Background: an optimization exercise with open tools, aiming at small area, a short achievable clock period and few clock cycles. Do not read the settings as production practice. The RTL was checked by simulation tests, not by an equivalence proof against the original design. Power and IR drop assume default switching activity.

==> job 4453: inputs <==
==> flow/design.v (excerpt) <==
module RV32I_Multicycle(
    input logic clk, arst, en,
    input logic[31:0] data, instruction,
    output memWE, InstructionRead, DataRegEN,
    output[31:0] memAddr, memIn, pcOut
);
    logic [31:2] pcF, pcD;
    logic Dv, Ev, Wv;
    logic [31:0] A, B, I;
    logic [4:0] rdE, rdW;
    logic e_wr, e_ld, e_st, e_br, e_jalr, e_link, e_useI, e_sub, e_alt;
    logic [2:0] e_f3;
    logic [4:0] opc;
    logic [4:0] rs1, rs2, rd;
    logic [2:0] f3;
    assign opc = instruction[6:2];
    assign rs1 = instruction[19:15];
    assign rs2 = instruction[24:20];
    assign rd  = instruction[11:7];
    assign f3  = instruction[14:12];
    logic isLUI, isAUIPC, isJAL, isJALR, isBR, isLD, isST, isOPI, isOP;
    assign isLUI   = opc == 5'b01101;
    assign isAUIPC = opc == 5'b00101;
    assign isJAL   = opc == 5'b11011;
    assign isJALR  = opc == 5'b11001;
    assign isBR    = opc == 5'b11000;
    assign isLD    = opc == 5'b00000;
    assign isST    = opc == 5'b01000;
    assign isOPI   = opc == 5'b00100;
    assign isOP    = opc == 5'b01100;
    logic [31:0] immI, immS, immB, immU, immJ;
    assign immI = {{20{instruction[31]}}, instruction[31:20]};
    assign immS = {{20{instruction[31]}}, instruction[31:25], instruction[11:7]};
    assign immB = {{19{instruction[31]}}, instruction[31], instruction[7], instruction[30:25], instruction[11:8], 1'b0};
    assign immU = {instruction[31:12], 12'b0};
    assign immJ = {{11{instruction[31]}}, instruction[31], instruction[19:12], instruction[20], instruction[30:21], 1'b0};
    logic [31:2] pcImmSel, pcImm;
    assign pcImmSel = isJAL ? immJ[31:2] : isBR ? immB[31:2] : immU[31:2];
    assign pcImm = pcD + pcImmSel;
    logic [31:0] rf1, rf2, wdata, eres;
    logic [4:0] waddr;
    logic we;
    RegisterFile RV_Registerfile(
        .clk(clk),
  ...
clock: 8.0 ns
lec_check: 0
cap_margin: 20
core_margin: 2
core_utilization: 45
place_density: 0.6
slew_margin: 20
run.sh (not shown) runs the stock make flow with config.mk's settings and CLKGATE_MAP_FILE= SYNTH_SCRIPT=/design/flow/synth_recipe.tcl, a recipe that flattens the netlist after the stock synthesis.
==> job 7329: changes against job 4453 <==
--- a/flow/design.v
+++ b/flow/design.v
@@ -200,17 +200,32 @@
 module RegisterFile(
     input logic clk, we, rst,
     input logic[4:0] reg1, reg2, reg3,
     input logic[31:0] dataIn,
     output logic[31:0] regData1, regData2
 );
-    logic[31:0] registers[31:1];
-    assign regData1 = (reg1 != 0) ? registers[reg1] : 32'b0;
-    assign regData2 = (reg2 != 0) ? registers[reg2] : 32'b0;
+    logic [31:1][31:0] registers;
+    logic [31:1] sel1, sel2, wsel;
+    always_comb begin
+        for (int i = 1; i < 32; i++) begin
+            sel1[i] = reg1 == 5'(i);
+            sel2[i] = reg2 == 5'(i);
+            wsel[i] = we & (reg3 == 5'(i));
+        end
+    end
+    always_comb begin
+        regData1 = 32'b0;
+        regData2 = 32'b0;
+        for (int i = 1; i < 32; i++) begin
+            regData1 = regData1 | ({32{sel1[i]}} & registers[i]);
+            regData2 = regData2 | ({32{sel2[i]}} & registers[i]);
+        end
+    end
     always_ff @(posedge clk) begin
-        if (we && reg3 != 0) registers[reg3] <= dataIn;
+        for (int i = 1; i < 32; i++)
+            if (wsel[i]) registers[i] <= dataIn;
     end
 endmodule
 module Control(
     input logic clk, arst, en, branch,
     input logic[6:0] opCode,
     output logic PCRegEN, FetchRegEN, RFRegEN, ALUOutRegEN, DataRegEN, PCRegRST, FetchRegRST, RFRegRST,
@@ -668,41 +683,54 @@
             3'b110: taken = ltu;
             3'b111: taken = ~ltu;
             default: taken = 1'b0;
         endcase
     end
     assign addr = A + I;
-    logic stall, redirE, dJal, Dgo;
+    logic stall, replay, redirE, dJal, Dgo;
     logic [31:2] tgtE;
-    assign stall  = Ev & e_ld & Dv;
+    logic [31:0] maddr, mdata;
+    logic Mld, Mst;
+    logic [4:0] rdM;
+    assign stall  = Mld & Dv;
+    assign replay = Ev & e_ld & Dv & (rdE != 5'd0) & ((rdE == rs1) | (rdE == rs2));
     assign redirE = Ev & ((e_br & taken) | e_jalr);
     assign tgtE   = e_jalr ? addr[31:2] : I[31:2];
-    assign dJal   = Dv & isJAL & ~redirE & ~stall;
-    assign Dgo    = Dv & ~redirE & ~stall;
+    assign dJal   = Dv & isJAL & ~redirE & ~stall & ~replay;
+    assign Dgo    = Dv & ~redirE & ~stall & ~replay;
     assign we    = en & ((Ev & e_wr) | Wv);
     assign wdata = Wv ? data : eres;
     assign waddr = Wv ? rdW : rdE;
     always_ff @(posedge clk or negedge arst) begin
         if (~arst) begin
             pcF <= '0;
             Dv <= 1'b0;
             Ev <= 1'b0;
+            Mld <= 1'b0;
+            Mst <= 1'b0;
             Wv <= 1'b0;
         end else if (en) begin
             if (redirE) pcF <= tgtE;
+            else if (replay) pcF <= pcD;
             else if (dJal) pcF <= pcImm;
             else if (~stall) pcF <= pcF + 30'd1;
-            if (~stall) Dv <= ~(redirE | dJal);
+            if (redirE | replay) Dv <= 1'b0;
+            else if (~stall) Dv <= ~dJal;
             Ev <= Dgo;
-            Wv <= Ev & e_ld & (rdE != 5'd0);
+            Mld <= Ev & e_ld;
+            Mst <= Ev & e_st;
+            Wv <= Mld & (rdM != 5'd0) & ~(Ev & e_wr & (rdE == rdM));
         end
     end
     always_ff @(posedge clk) begin
         if (en) begin
             if (~stall) pcD <= pcF;
-            rdW <= rdE;
+            maddr <= addr;
+            mdata <= B;
+            rdM <= rdE;
+            rdW <= rdM;
             A <= Anext;
             B <= Bnext;
             I <= Inext;
             rdE <= rd;
             e_wr <= (isLUI | isAUIPC | isJAL | isJALR | isOPI | isOP) & (rd != 5'd0);
             e_ld <= isLD;
@@ -716,11 +744,11 @@
             e_alt <= instruction[30];
             e_f3 <= (isOP | isOPI | isBR) ? f3 : 3'b000;
         end
     end
     assign InstructionRead = en & ~stall;
     assign pcOut = {pcF, 2'b00};
-    assign DataRegEN = en & Ev & e_ld;
-    assign memWE = arst & en & Ev & e_st;
-    assign memAddr = addr;
-    assign memIn = B;
+    assign DataRegEN = en & Mld;
+    assign memWE = arst & en & Mst;
+    assign memAddr = maddr;
+    assign memIn = mdata;
 endmodule
--- a/flow/config.mk
+++ b/flow/config.mk
@@ -6,7 +6,8 @@
 export NUM_CORES = 4
 export LEC_CHECK = 0
 export CAP_MARGIN = 20
 export CORE_MARGIN = 2
 export CORE_UTILIZATION = 45
 export PLACE_DENSITY = 0.6
+export SETUP_SLACK_MARGIN = 4.3
 export SLEW_MARGIN = 20
==> summary.txt <==
----------------------------------------------------
[Routing]
  Vias ... 46,493
  Starting DRT DRC Count ... 6,436

[Layout]
  Final net count ... 4,980
  Summed area of non-filler cells in the final layout ... 75,390 um2
  Count of sequential standard cells ... 1,173

[Power]
  Sequential power ... 7800 uW

[Clock network]
  Post-CTS Resized ... 0

[STA]
  Relative max-transition margin ... 0.1549
  RSZ-0062 raised after global routing ... no

[Run status]
  Run status ... complete, no violations

----------------------------------------------------
That was job 4453.
==> summary.txt <==
----------------------------------------------------
[Power]
  Sequential power ... 8470 uW

[Layout]
  Summed area of non-filler cells in the final layout ... 84,260 um2
  Final net count ... 6,100
  Non-clk invs ... 109

[Worst setup path]
  Critical Path Start ... e_useI$_DFFE_PP_

[Routing]
  Vias ... 61,456
  Starting DRT DRC Count ... 13,225

[Run status]
  Run status ... complete, no violations

[STA]
  Relative max-transition margin ... 0.1331

[Clock network]
  Post-CTS Resized ... 648

[Run]
  Number of max-cap violations ... 0

----------------------------------------------------
That was job 7329.
Testbench counts of job 4453, summed over its fixed seeds: cycles 15,743.
Testbench counts of job 7329, summed over its fixed seeds: cycles 15,793.

[port drivers added, routing unchanged]
How much do the figures lean on ideal ports? The routed layouts below were timed once more, with nothing changed but the port constraints. Step 1, drivers: a clkbuf_16 drives clk and a buf_2 each remaining input, both assumed. Step 2, shift: input delay + t, output delay - t, t = (earliest + latest rising clock arrival at the registers) / 2. This alone moves slack from input paths to output paths. Three values: no drivers, after step 1, after step 2; two values: the first two.
| run | t, ns | slack for setup (ns) | worst hold slack (ns) | clock arrival spread, ns |
|---|---|---|---|---|
| job 4453 | 0.855 | 0.941 / 0.860 / 0.734 | 0.635 / 0.635 / 0.635 | 0.028 / 0.027 |
| job 7329 | 0.883 | 3.103 / 3.103 / 2.658 | 0.503 / 0.503 / 0.503 | 0.057 / 0.057 |
After both steps every run listed still meets setup and hold. The setup slack of job 7329, which loses most, moves by 0.000 ns with the drivers and by -0.445 ns with both steps.
